What follows belongs to an exercise in optimizing a design on an open flow for small area; a production flow would make more cautious choices. In this exercise RTL edits were held to simulation tests only and were not proved equivalent to the original. No activity file was given, so power comes from the tool's default toggle rates.

==> design/flow/run.sh <==
#!/bin/bash
# synth_recipe.tcl (not shown) runs the flow's synth.tcl, then flattens the netlist and writes it again
# the make line also repeats each setting of config.mk as NAME=value (left out here)
make -C /OpenROAD-flow-scripts/flow DESIGN_CONFIG=/design/flow/config.mk WORK_HOME=/design/flow/orfs CLKGATE_MAP_FILE= SYNTH_SCRIPT=/design/flow/synth_recipe.tcl finish
==> design/flow/config.mk <==
export PLATFORM = sky130hd
export DESIGN_NAME = fpga_bridge
export DESIGN_NICKNAME = fpga_bridge
export VERILOG_FILES = /design/flow/design.v
export SDC_FILE = /design/flow/constraint.sdc
export NUM_CORES = 4
export LEC_CHECK = 0
export CAP_MARGIN = 20
export CORE_MARGIN = 2
export CORE_UTILIZATION = 40
export SLEW_MARGIN = 20
==> design/flow/constraint.sdc <==
create_clock -name core_clock -period 10.0 [get_ports {sys_clk}]
set_input_delay 2.0000 -clock core_clock [delete_from_list [all_inputs] [get_ports {sys_clk}]]
set_output_delay 2.0000 -clock core_clock [all_outputs]
set_load 0.01 [all_outputs]
==> design/flow/design.v <==
`default_nettype none
module sr_ff
(
    input wire clk,
    input wire reset,
    input wire set,
    input wire rst,
    output logic state
);
logic r_state;
always_ff @(posedge clk)
if(reset)
    r_state <= 1'b0;
else
    r_state <= (r_state && rst) || (!r_state && !set) ? 1'b0 : ((r_state && !rst) || (!r_state && set) ? 1'b1 : r_state); 
assign state = r_state;
endmodule
`default_nettype wire
module sync_fifo #(
    parameter WIDTH        = 8,
    parameter DEPTH        = 8,
    parameter ALMOST_EMPTY = 1,
    parameter ALMOST_FULL  = DEPTH-1
)
(
  input         clk,
  input         reset,
  input  [WIDTH-1:0]  wdata,
  input         write,
  input         read,      
  output [WIDTH-1:0]  rdata,
  output        empty,
  output        full,
  output        almost_full,
  output        almost_empty
  );
  localparam AWIDTH = $clog2(DEPTH);
  reg                full_in;
  reg               empty_in;
  reg   [AWIDTH-1:0]  rd_ptr;
  reg   [AWIDTH-1:0]  wr_ptr;
  reg   [AWIDTH-1:0]  usedw_in;
  reg   [WIDTH-1:0]  mem[DEPTH-1:0];
  always @(posedge clk)
  if(reset)
  begin
      wr_ptr      <= '0;
      mem[wr_ptr] <= '0;
  end
  else if(write && ~full_in)
  begin
      wr_ptr      <= wr_ptr + 1'b1;
      mem[wr_ptr] <= wdata;
  end
  always @(posedge clk or posedge reset)
  if(reset)
      rd_ptr <= '0;
  else if(read && ~empty_in)
      rd_ptr <= rd_ptr + 1'b1;
  always @(posedge clk or posedge reset)
  if(reset)
      full_in <= 1'b0;
  else if((~read&&write) && ((wr_ptr==rd_ptr-1'b1) || (rd_ptr=='0 && wr_ptr=='1)))
      full_in <= 1'b1;
  else if(full_in && read)
    full_in <= 1'b0;
  always @(posedge clk or posedge reset)
  if(reset)
      empty_in <= 1'b1;
  else if((read&&~write) && ((rd_ptr==wr_ptr-1'b1) || (rd_ptr=='1 && wr_ptr=='0)))
      empty_in <= 1'b1;
  else if(empty_in && write)
      empty_in <= 1'b0;
  always @(posedge clk or posedge reset)
  if(reset)
      usedw_in <= '0;
  else if(write && ~read)
      usedw_in <= wr_ptr + 1'b1;
  else if(write && read)
      usedw_in <= wr_ptr - rd_ptr + 1'b1;
  else if(~write && read)
      usedw_in <= usedw_in - 1'b1;
  else
      usedw_in <= '0;
  assign full  = full_in;
  assign empty = empty_in;
  assign rdata = mem[rd_ptr];
  assign almost_full  = (usedw_in == ALMOST_FULL); 
  assign almost_empty = (usedw_in == ALMOST_EMPTY); 
endmodule
`default_nettype none
module avlst2wshb 
#(
    parameter ADDR_WIDTH   = 32,
    parameter DATA_WIDTH   = 32
)
(
    input  wire                  clk,
    input  wire                  rst,
    input  wire                  st_valid,
    output wire                  st_ready,
    input  wire [DATA_WIDTH-1:0] st_data,
    input  wire                  st_startofpacket,
    input  wire                  st_endofpacket,
    output wire                  m_cyc,
    output wire                  m_stb,
    output wire [ADDR_WIDTH-1:0] m_adr,
    output wire                  m_we,
    output wire [DATA_WIDTH-1:0] m_dat_ms,
    output wire [DATA_WIDTH/8-1:0] m_sel,
    output wire [2:0]            m_cti,
    output wire [1:0]            m_bte,
    input  wire                  m_ack
);
localparam  WB_MAX_TRANS_NB = 16;  
typedef enum {
               WAIT_ID_CTL_DATA, 
               RD_CTL_DATA, 
               WAIT_START_VIDEO_DATA, 
               RD_VIDEO_DATA,
               RD_VIDEO_DATA_1
             } avl_fsm;
avl_fsm r_state;
logic fifo_full;
logic fifo_alfull;
logic fifo_empty;
logic fifo_alempty;
logic fifo_write;
logic [DATA_WIDTH:0] wdata_eop;
logic [DATA_WIDTH:0] rdata_eop;
always_ff @(posedge clk)
if(rst)
begin
    r_state <= WAIT_ID_CTL_DATA;
end
else
    case (r_state)
        WAIT_ID_CTL_DATA:
            if(st_valid && st_startofpacket && st_data[3:0] == 4'hf)
            begin
                r_state   <= RD_CTL_DATA;
            end
        RD_CTL_DATA:
            if(st_valid && st_endofpacket)
                r_state <= WAIT_START_VIDEO_DATA;
        WAIT_START_VIDEO_DATA:
            if(st_valid && st_startofpacket && st_data[3:0] == 4'h0)
                r_state <= RD_VIDEO_DATA;
        RD_VIDEO_DATA:
            if(fifo_alfull && st_valid && !st_endofpacket)
                r_state <= RD_VIDEO_DATA_1;
            else if(!fifo_full && st_valid && st_endofpacket)
                    r_state <= WAIT_ID_CTL_DATA;
        RD_VIDEO_DATA_1:
            if(m_ack) 
                r_state <= RD_VIDEO_DATA;
        default:
            r_state <= WAIT_ID_CTL_DATA;
    endcase
logic [ADDR_WIDTH-1:0] r_pix_adr;
logic r_stall;
always_ff @(posedge clk)
if(rst)
begin
    r_stall   <= '1;
    r_pix_adr <= '0;
end
else
begin
    r_stall <= 1'b0;
    if(m_ack)
    begin
        r_stall   <= (r_pix_adr[ADDR_WIDTH-1:2] % WB_MAX_TRANS_NB) == WB_MAX_TRANS_NB - 1;
        r_pix_adr <= r_pix_adr + 4'h4;
        if(rdata_eop[DATA_WIDTH])  
            r_pix_adr <= '0;
    end
end
assign fifo_write = (r_state == RD_VIDEO_DATA) && st_valid;
assign wdata_eop = {st_endofpacket, st_data};
assign st_ready    = !((r_state == RD_VIDEO_DATA) || (r_state == RD_VIDEO_DATA_1)) ||
                           ((r_state == RD_VIDEO_DATA) && !fifo_alfull) ||
                           ((r_state == RD_VIDEO_DATA_1) && m_ack);
assign m_cyc     = !r_stall;
assign m_stb     = !fifo_empty && !r_stall;
assign m_adr     = r_pix_adr;
assign m_we      = 1'b1;
assign m_sel     = 4'hf;
assign m_dat_ms  = rdata_eop[DATA_WIDTH-1:0];
assign m_cti     = '0;
assign m_bte     = '0;
sync_fifo
#(
    .WIDTH(DATA_WIDTH+1),
    .DEPTH(4)
)
sync_fifo_i
(
    .clk(clk),
    .reset(rst),
    .write(fifo_write),
    .wdata(wdata_eop),
    .read(m_ack),
    .rdata(rdata_eop),
    .empty(fifo_empty),
    .full (fifo_full),
    .almost_full (fifo_alfull),
    .almost_empty(fifo_alempty)
);
endmodule
`default_nettype wire
`default_nettype none
module wshb2avl 
#(
    parameter ADDR_WIDTH   = 32,
    parameter DATA_WIDTH   = 32,
    parameter AVL_BURST_LENGTH = 8
)
(
    input  wire                  clk,
    input  wire                  rst,
    input  wire                  s_cyc,
    input  wire                  s_stb,
    input  wire [ADDR_WIDTH-1:0] s_adr,
    input  wire                  s_we,
    input  wire [DATA_WIDTH-1:0] s_dat_ms,
    output wire                  s_ack,
    output wire [DATA_WIDTH-1:0] s_dat_sm,
    output wire                  s_err,
    output wire                  s_rty,
    input  wire                  avl_waitrequest,
    output wire [ADDR_WIDTH-1:0] avl_address,
    output wire                  avl_read,
    output wire                  avl_write,
    output wire [DATA_WIDTH-1:0] avl_writedata,
    output wire [DATA_WIDTH/8-1:0] avl_byteenable,
    output wire [7:0]            avl_burstcount,
    input  wire                  avl_readdatavalid,
    input  wire [DATA_WIDTH-1:0] avl_readdata,
    input wire [31:0] img_addr
);
wire  [ADDR_WIDTH+DATA_WIDTH-1:0] wr_fifo_rdata;
wire  [ADDR_WIDTH+DATA_WIDTH-1:0] wr_fifo_wdata;
logic wr_fifo_write;
wire  wr_fifo_read;
wire  wr_fifo_full;
wire  wr_fifo_alfull;
wire  wr_fifo_empty;
wire  wr_fifo_alempty;
wire  [ADDR_WIDTH+DATA_WIDTH-1:0] read_fifo_rdata;
wire  [ADDR_WIDTH+DATA_WIDTH-1:0] read_fifo_wdata;
logic read_fifo_write;
wire  read_fifo_read;
wire  read_fifo_full;
wire  read_fifo_alfull;
wire  read_fifo_empty;
wire  read_fifo_alempty;
wire valid_read_req  = s_cyc && s_stb && !s_we;
wire valid_write_req = s_cyc && s_stb &&  s_we;
logic [ADDR_WIDTH-1:0] r_addr;
logic [ADDR_WIDTH-1:0] r_waddr;
logic [7:0] r_burst_count;
logic [7:0] r_wb_wr_burst_count;
logic [7:0] r_wb_rd_burst_count;
logic [7:0] r_burst_avl_wr;
logic wb_write_set, avl_write_rst, wb_avail_write;
logic avl_read_set, wb_read_rst  , avl_avail_read;
sr_ff
sr_ff_wr
(
    .clk(clk),
    .reset(rst),
    .set(wb_write_set),
    .rst(avl_write_rst),
    .state(wb_avail_write)
);
sr_ff
sr_ff_rd
(
    .clk(clk),
    .reset(rst),
    .set(avl_read_set),
    .rst(wb_read_rst),
    .state(avl_avail_read)
);
typedef enum logic [1:0] {AVL_IDLE, RD_BURST, WR_BURST} avl_fsm;
avl_fsm r_avl_state;
wire wb_pending_write;
wire match_write_addr = s_adr == r_waddr;
assign avl_write_rst = (r_avl_state == WR_BURST) && !avl_waitrequest && (r_burst_count == '0);
assign avl_read_set = (r_avl_state == RD_BURST) && avl_readdatavalid && (r_burst_count == '0);
wire avl_pending_read = (r_avl_state == RD_BURST);
always_ff @(posedge clk)
    if(rst) 
    begin
        r_avl_state   <= AVL_IDLE;
        r_addr        <= '0;
        r_burst_count <= '0;
    end
    else
        case (r_avl_state)
            AVL_IDLE:
                if(wb_avail_write)
                begin
                    r_burst_count <= r_burst_avl_wr - 1'b1;
                    r_avl_state   <= WR_BURST;
                end
                else if(valid_read_req && !avl_waitrequest && !avl_avail_read && !wb_pending_write)
                begin
                    r_addr        <= s_adr;
                    r_burst_count <= '0;
                    r_avl_state   <= RD_BURST;
                end
            WR_BURST:
                if(!avl_waitrequest)
                begin
                    if(!wr_fifo_empty)
                    begin
                        if(r_burst_count == '0)
                            r_avl_state <= AVL_IDLE;
                        else
                        begin
                            r_burst_count <= r_burst_count - 1'b1;
                        end
                    end
                end
            RD_BURST:
                if(avl_readdatavalid) 
                begin
                    if(r_burst_count == AVL_BURST_LENGTH - 1)  
                        r_avl_state <= AVL_IDLE;
                    else
                    begin
                        r_addr        <= r_addr + 4'h4;
                        r_burst_count <= r_burst_count + 1'b1;
                    end
                end
            default:
                r_avl_state <= AVL_IDLE;
        endcase
assign read_fifo_write  = (r_avl_state == RD_BURST) && avl_readdatavalid;
assign read_fifo_wdata  = {r_addr, avl_readdata};
assign wr_fifo_read     = (r_avl_state == WR_BURST) && !avl_waitrequest;
assign avl_address    = img_addr + ((r_avl_state == WR_BURST) ? wr_fifo_rdata[ADDR_WIDTH+DATA_WIDTH-1:DATA_WIDTH] : s_adr);
assign avl_read       = (r_avl_state == AVL_IDLE) && valid_read_req && !avl_avail_read && !(wb_pending_write || wb_avail_write);
assign avl_write      = (r_avl_state == WR_BURST) && !wr_fifo_empty;
assign avl_writedata  = wr_fifo_rdata[DATA_WIDTH-1:0];
assign avl_byteenable = '1;
assign avl_burstcount = (r_avl_state == WR_BURST) ? r_burst_avl_wr : AVL_BURST_LENGTH;
typedef enum logic [1:0] {WB_IDLE, WB_FIFO_WRITE, WB_FIFO_READ, WB_FIFO_FLUSH} wb_fsm;
wb_fsm r_wb_state;
assign wb_pending_write = (r_wb_state == WB_FIFO_WRITE);
wire match_read_addr = s_adr == read_fifo_rdata[ADDR_WIDTH+DATA_WIDTH-1:DATA_WIDTH];
always_ff @(posedge clk)
    if(rst)
    begin
        r_wb_state          <= WB_IDLE;
        r_waddr             <= '0;
        r_wb_wr_burst_count <= '0;
        r_wb_rd_burst_count <= '0;
        r_burst_avl_wr      <= '0;
    end
    else
        case (r_wb_state)
            WB_IDLE:
                if(valid_write_req)
                begin
                    r_waddr             <= s_adr;
                    r_wb_wr_burst_count <= '0;
                    r_wb_state     <= WB_FIFO_WRITE;
                end
                else if(valid_read_req) 
                begin
                    r_wb_state <= WB_FIFO_READ;
                    r_wb_rd_burst_count <= '0;
                end
            WB_FIFO_WRITE:
                if(!wr_fifo_full)
                begin
                    if (valid_write_req && match_write_addr)
                    begin
                        r_waddr        <= r_waddr + 4'h4;
                        r_wb_wr_burst_count <= r_wb_wr_burst_count + 1'b1;
                    end
                    else if ((valid_write_req && !match_write_addr) || valid_read_req)
                         begin
                             if(!wb_avail_write)
                             begin
                                 r_burst_avl_wr <= r_wb_wr_burst_count;
                                 r_wb_state     <= WB_IDLE;
                             end
                         end
                end
                else if(!wb_avail_write)  
                begin
                     r_burst_avl_wr <= r_wb_wr_burst_count;
                     r_wb_state     <= WB_IDLE;
                end
            WB_FIFO_READ:
            if(avl_avail_read)
            begin
                    if(read_fifo_empty)
                    begin
                        if(!avl_pending_read)
                        begin
                            r_wb_state <= WB_IDLE;
                        end
                    end
                    else if ((valid_read_req && !match_read_addr) || valid_write_req)
                         begin
                            r_wb_state <= WB_FIFO_FLUSH;
                         end
            end
            WB_FIFO_FLUSH:
                if(read_fifo_empty && !avl_pending_read) 
                    r_wb_state <= WB_IDLE;
            default:
                r_wb_state <= WB_IDLE;
        endcase
 logic wb_read_ack;
 logic wb_write_ack;
assign wb_write_set = (r_wb_state == WB_FIFO_WRITE) && (wr_fifo_full || (valid_write_req && !match_write_addr) || valid_read_req);
 assign wb_read_rst  = ((r_wb_state == WB_FIFO_READ) && avl_avail_read && read_fifo_empty && !avl_pending_read) || 
                        (r_wb_state == WB_FIFO_FLUSH && !avl_pending_read);
 assign wr_fifo_write = (r_wb_state == WB_FIFO_WRITE) && valid_write_req && match_write_addr;
 assign wr_fifo_wdata = {s_adr, s_dat_ms};
 assign wb_write_ack  = (r_wb_state == WB_FIFO_WRITE) && valid_write_req && match_write_addr && !wr_fifo_full;
 assign read_fifo_read = (r_wb_state == WB_FIFO_READ) && avl_avail_read && valid_read_req && match_read_addr; 
 assign wb_read_ack   = read_fifo_read && !read_fifo_empty;
 assign s_ack = wb_read_ack || wb_write_ack;
 assign s_dat_sm = read_fifo_rdata[DATA_WIDTH-1:0];
 assign s_err = 1'b0;
 assign s_rty = 1'b0;
wire read_fifo_rst = rst || (r_wb_state == WB_FIFO_FLUSH && !avl_pending_read);
sync_fifo
#(
    .WIDTH(ADDR_WIDTH+DATA_WIDTH),
    .DEPTH(8)
)
wr_fifo_i
(
    .clk(clk),
    .reset(rst),
    .write(wr_fifo_write),
    .wdata(wr_fifo_wdata),
    .read(wr_fifo_read ),
    .rdata(wr_fifo_rdata),
    .empty(wr_fifo_empty),
    .full (wr_fifo_full),
    .almost_full (wr_fifo_alfull),
    .almost_empty(wr_fifo_alempty)
);
sync_fifo
#(
    .WIDTH(ADDR_WIDTH+DATA_WIDTH),
    .DEPTH(AVL_BURST_LENGTH)
)
read_fifo_i
(
    .clk(clk),
    .reset(read_fifo_rst),
    .write(read_fifo_write),
    .wdata(read_fifo_wdata),
    .read(read_fifo_read ),
    .rdata(read_fifo_rdata),
    .empty(read_fifo_empty),
    .full (read_fifo_full),
    .almost_full (read_fifo_alfull),
    .almost_empty(read_fifo_alempty)
);
endmodule
`default_nettype wire
`default_nettype none
module fpga_bridge
(
    input  wire        sys_clk,
    input  wire        sys_rst,
    input  wire        avl_waitrequest,
    output wire [31:0] avl_address,
    output wire        avl_read,
    output wire        avl_write,
    output wire [31:0] avl_writedata,
    output wire [3:0]  avl_byteenable,
    output wire [7:0]  avl_burstcount,
    input  wire        avl_readdatavalid,
    input  wire [31:0] avl_readdata,
    input  wire        st_valid,
    output wire        st_ready,
    input  wire [31:0] st_data,
    input  wire        st_startofpacket,
    input  wire        st_endofpacket,
    input  wire        s_cyc,
    input  wire        s_stb,
    input  wire [31:0] s_adr,
    input  wire        s_we,
    input  wire [31:0] s_dat_ms,
    input  wire [3:0]  s_sel,
    input  wire [2:0]  s_cti,
    input  wire [1:0]  s_bte,
    output wire        s_ack,
    output wire [31:0] s_dat_sm,
    output wire        s_err,
    output wire        s_rty,
    output wire        m_cyc,
    output wire        m_stb,
    output wire [31:0] m_adr,
    output wire        m_we,
    output wire [31:0] m_dat_ms,
    output wire [3:0]  m_sel,
    output wire [2:0]  m_cti,
    output wire [1:0]  m_bte,
    input  wire        m_ack,
    input  wire [31:0] m_dat_sm,
    input  wire        m_err,
    input  wire        m_rty,
    input  wire [31:0] img_addr
);
avlst2wshb 
avlst2wshb_inst 
(
    .clk(sys_clk),
    .rst(sys_rst),
    .st_valid(st_valid),
    .st_ready(st_ready),
    .st_data(st_data),
    .st_startofpacket(st_startofpacket),
    .st_endofpacket(st_endofpacket),
    .m_cyc(m_cyc),
    .m_stb(m_stb),
    .m_adr(m_adr),
    .m_we(m_we),
    .m_dat_ms(m_dat_ms),
    .m_sel(m_sel),
    .m_cti(m_cti),
    .m_bte(m_bte),
    .m_ack(m_ack)
);
wshb2avl 
#(
    .ADDR_WIDTH(32),
    .DATA_WIDTH(32),
    .AVL_BURST_LENGTH(32)
)
wshb2avl_i 
(
    .clk(sys_clk),
    .rst(sys_rst),
    .s_cyc(s_cyc),
    .s_stb(s_stb),
    .s_adr(s_adr),
    .s_we(s_we),
    .s_dat_ms(s_dat_ms),
    .s_ack(s_ack),
    .s_dat_sm(s_dat_sm),
    .s_err(s_err),
    .s_rty(s_rty),
    .avl_waitrequest(avl_waitrequest),
    .avl_address(avl_address),
    .avl_read(avl_read),
    .avl_write(avl_write),
    .avl_writedata(avl_writedata),
    .avl_byteenable(avl_byteenable),
    .avl_burstcount(avl_burstcount),
    .avl_readdatavalid(avl_readdatavalid),
    .avl_readdata(avl_readdata),
    .img_addr(img_addr)
);
endmodule
`default_nettype wire
==> Implementation_results.wiki <==
{| class="wikitable"
! Metric !! Value
|-
| Seq. cell area || around 0.084 mm²
|-
| Total of max-cap violations || 0
|-
| All-Layer GR Usage || 0.2006
|-
| TNS Setup || 0 ps
|-
| Clock Tree Buf Depth || 4
|-
| Share of final-layout standard cells stronger than drive strength 1 || 0.2096
|-
| Sequential fraction of the synthesis area || 0.7349
|-
| Number of storage elements in the synthesis netlist || 2,848
|-
| Cells after Synth || 5,920
|-
| Vias in the first global route || 59,790
|-
| Fill cell instance count of the final layout || 23,710
|-
| Commonest cells in the synthesized netlist || edfxtp_1 (2,692), mux4_2 (700), nand2_1 (306), nor2_1 (252), clkbuf_1 (190)
|-
| Shortest clock period the worst path allows after layout || 8726 ps
|-
| Cts-stage hold buffer count || 0
|-
| Die width || around 540 µm
|-
| Post-Synthesis Cell Area || between 0.1 and 0.15 mm²
|-
| Area of the core || 0.2847 mm²
|-
| Ports placed on the boundary || 404
|-
| Placement row count || just under 200
|-
| Pin count of the biggest net entering global routing || 94
|-
| Starting utilization of the core area || 0.4017
|-
| Remaining Overflow, GRT || 0
|-
| Data arrival time of the critical path || ~6700 ps
|-
| Maximum fanout along the worst path || 45
|-
| Clock network latency to the later pin of the worst-skew pair || 870 ps
|-
| Syn-to-layout area delta || 15.60%
|-
| Yosys Warn Count || 6
|-
| Die outline area || 0.2902 mm²
|-
| Final period util || 0.8726
|-
| Hold Fails Final Rpt || 0
|-
| CTS Sinks || ~2,800
|-
| Hold/Removal Path Class || register to register
|-
| Post-route antenna net violation count || 0
|-
| TritonCTS clock tree || done
|-
| Number of buffers created by CTS || 295
|-
| Largest clock skew in the final design || 55.36 ps
|-
| DP Wirelength || roughly 160 mm
|-
| Startpoint-to-endpoint class of the critical path || register to primary output
|-
| Area share of the leading cell type in the synthesized netlist || 0.7067
|-
| Post-Syn Area per Cell || between 15 and 20 µm²
|-
| Status || complete, no violations
|-
| Number of search-and-repair iterations in the first detailed-routing pass || 6
|-
| Pleak || between 40 and 50 nW
|-
| Count of final max-slew check failures || 0
|-
| Worst hold path depth || 2
|-
| Clk Tree Root Cell || clkbuf_16
|-
| Drt via density || 5.807
|-
| DR iter-0 viols || 6,816
|-
| Wire length of the first global-routing pass || 427.1 mm
|-
| Die height || 538.7 µm
|-
| Number of resized instances in the post-cts repair step || 0
|-
| Worst setup EP type || primary output
|-
| Number of enable-type register cells in the synthesized netlist || 2,692
|-
| Normalized max-slew margin || 0.1971
|-
| VDD IR-drop max || around 130 µV
|-
| Synth area leader || edfxtp_1
|-
| Total Power || 25.94 mW
|-
| Number of antenna violations at the first check in global routing || 16
|-
| Most used DFF post-synth || edfxtp_1
|-
| Worst Reg-to-Reg Cells || 9
|-
| Category of the worst setup path launch point || register
|-
| DR WL/cell || between 20 and 30 µm
|-
| Combined area of the multi-input logic cells || ~0.029 mm²
|-
| Worst Max-Slew Pin Slew || around 1200 ps
|-
| RSZ-0062 raised after global routing || no
|-
| Count of final setup violators || 0
|-
| IO buf count || 342
|-
| Setup bufs post-CTS || 0
|-
| Share of flip-flops with an asynchronous set or reset after synthesis || 0.006320
|-
| Dominant cell by count in the synthesized netlist || edfxtp_1
|-
| Final hold slack || 515.0 ps
|-
| Reg clk slew, reported paths || 60 ps
|-
| Final #Nets || around 6,700
|-
| Via count || between 60,000 and 70,000
|-
| Post-route DRC violation count || 0
|-
| FMAX || 0.1146 GHz
|-
| Cells taking the most area after synthesis || edfxtp_1 (71%), mux4_2 (14%), dfxtp_1 (2.4%)
|-
| Maximum level of the CTS H-tree || 5
|-
| Post-synth cell types || 77
|-
| GPL Wtd Cong || around 0.84
|-
| Final routed wirelength across all metal layers || 297.2 mm
|-
| Ratio of total power to cell area || 196.2 mW/mm²
|-
| CP required || 8000 ps
|}
==> final timing paths <==
path	from	endpoint	slack (ps)
max	wshb2avl_i.wr_fifo_i.rd_ptr[0]$_DFFE_PP0P_	avl_address[28]	1270
min	wshb2avl_i.r_wb_wr_burst_count[1]$_SDFFE_PP0P_	wshb2avl_i.r_wb_wr_burst_count[1]$_SDFFE_PP0P_	520
max reg2reg	wshb2avl_i.r_wb_state[1]$_SDFFE_PP0P_	wshb2avl_i.wr_fifo_i.mem[7][10]$_DFFE_PP_	4360
min reg2reg	wshb2avl_i.r_wb_wr_burst_count[1]$_SDFFE_PP0P_	wshb2avl_i.r_wb_wr_burst_count[1]$_SDFFE_PP0P_	520
max in group asynchronous	sys_rst	wshb2avl_i.read_fifo_i.rd_ptr[0]$_DFFE_PP0P_	6950
min in group asynchronous	wshb2avl_i.r_wb_state[1]$_SDFFE_PP0P_	wshb2avl_i.read_fifo_i.rd_ptr[3]$_DFFE_PP0P_	1010
==> cell type report <==
| type | count | area share |
|---|---|---|
| timing repair buffer | 497 | 0.03801 |
| sequential | 2848 | 0.6359 |
| inverter | 51 | 0.001467 |
| clock inverter | 130 | 0.009680 |
| clock buffer | 383 | 0.05995 |
| multi-input combinational | 2694 | 0.2193 |
| tap | 3762 | 0.03560 |
| antenna | 6 | 0.0001136 |
==> where the power goes <==
group          leakage (nW)  internal, mW  switching, mW  total, mW
sequential             27.5          13.1          0.195       13.3
clock                  4.49          6.13           4.50       10.6
combinational          11.4         0.926           1.09       2.02
==> stage by stage <==
step	util	instance area (µm²)	setup slack, ps	cells
2_1_floorplan	-	114400	1133	5936
3_3_place_gp	0.4314	122800	1524	9845
3_5_place_dp	0.4318	123000	1592	9850
4_1_cts	0.4642	132200	1196	10360
5_1_grt	0.4644	132200	741.0	10370
6_report	0.4644	132200	1274	10370
==> flip-flops by register name (all words and copies together), names as in the netlist, 2 cells and up <==
name,flops
avlst2wshb_inst.r_state,3
avlst2wshb_inst.sync_fifo_i.rd_ptr,2
wshb2avl_i.r_burst_count,8
wshb2avl_i.r_wb_wr_burst_count,8
wshb2avl_i.wr_fifo_i.mem,512
wshb2avl_i.r_avl_state,2
wshb2avl_i.read_fifo_i.wr_ptr,5
wshb2avl_i.r_burst_avl_wr,8
wshb2avl_i.read_fifo_i.mem,2048
wshb2avl_i.r_wb_state,2
wshb2avl_i.read_fifo_i.rd_ptr,5
wshb2avl_i.wr_fifo_i.rd_ptr,3
avlst2wshb_inst.sync_fifo_i.mem,132
avlst2wshb_inst.r_pix_adr,30
wshb2avl_i.wr_fifo_i.wr_ptr,3
wshb2avl_i.r_addr,32
avlst2wshb_inst.sync_fifo_i.usedw_in,2
wshb2avl_i.r_waddr,32
avlst2wshb_inst.sync_fifo_i.wr_ptr,2
==> layer usage <==
metal | vias to the layer above | wire length (µm) | GRT usage | share of wire
li1 | 25050 | - | - | -
met1 | 32240 | 128100 | 0.2924 | 0.43
met2 | 2524 | 139300 | 0.3154 | 0.47
met3 | 400 | 23410 | 0.03494 | 0.079
met4 | 14 | 6172 | 0.04503 | 0.021
met5 | - | 89 | 0 | 0.00030
==> critical path, cell delays in order, from the launching register on <==
cell and delay, ps:
dfrtp_4 1040, buf_4 460, mux4_2 540, mux2i_1 510, a21oi_1 180, ha_1 370
and3_1 220, nand2_1 90, nor2_1 50, o2bb2ai_1 140, o311ai_0 580, a21oi_1 210
o21ai_0 440, o21bai_1 100, a21oi_1 200, xnor2_1 150, clkdlybuf4s50_1 560
==> logic make-up (layout without fill, tap and decap cells) <==
logic type | Yosys count | in the layout | synth area share
xor+xnor | 163 | 163 | 0.01248
simple gates | 1010 | 1010 | 0.04276
buf+inv | 394 | 1061 | 0.01540
flops | 2848 | 2848 | 0.7349
fa+ha+maj | 77 | 77 | 0.008554
mux | 906 | 906 | 0.1563
compound gates | 520 | 520 | 0.02957
other cells | 2 | 24 | 0.00006566
==> cell usage in the layout (no fill, tap or decap), types with 72 or more instances in the layout <==
master           netlist  final
o21ai_0               76     76
nand2_1              306    306
edfxtp_1            2692   2692
xor2_1                88     88
xnor2_1               75     75
clkdlybuf4s50_1        0    341
a21oi_1              141    141
nor2_1               252    211
mux4_2               700    700
and3_1               156    146
dfxtp_1              138    138
clkbuf_16              0    303
buf_4                 35    123
clkbuf_1             190     75
mux2i_1              165    165
ha_1                  75     72

## separate check: timing with driven ports
The results above use ideal ports. As a check the final layout listed here was re-extracted and re-timed, cells and wires unchanged.
Step 1 sets driving cells, clkbuf_16 on the clock port and buf_2 on the other inputs (assumed; they add their load-dependent delay and slew).
Step 2, shift: input delay + t, output delay - t, t = (earliest + latest rising clock arrival at the registers) / 2. This alone moves slack from input paths to output paths.
a / b / c = no drivers / after step 1 / after step 2; a / b = the first two.
t, ns: 0.942
setup slack, ns: 1.274 / 1.178 / 1.528
worst setup path after step 2: input to output
clock arrival spread, ns: 0.056 / 0.056
worst register clock-pin slew, ns: 0.06 / 0.06
After both steps setup and hold are still met in this run. The setup slack of this run moves by -0.096 ns with the drivers and by +0.254 ns with both steps.
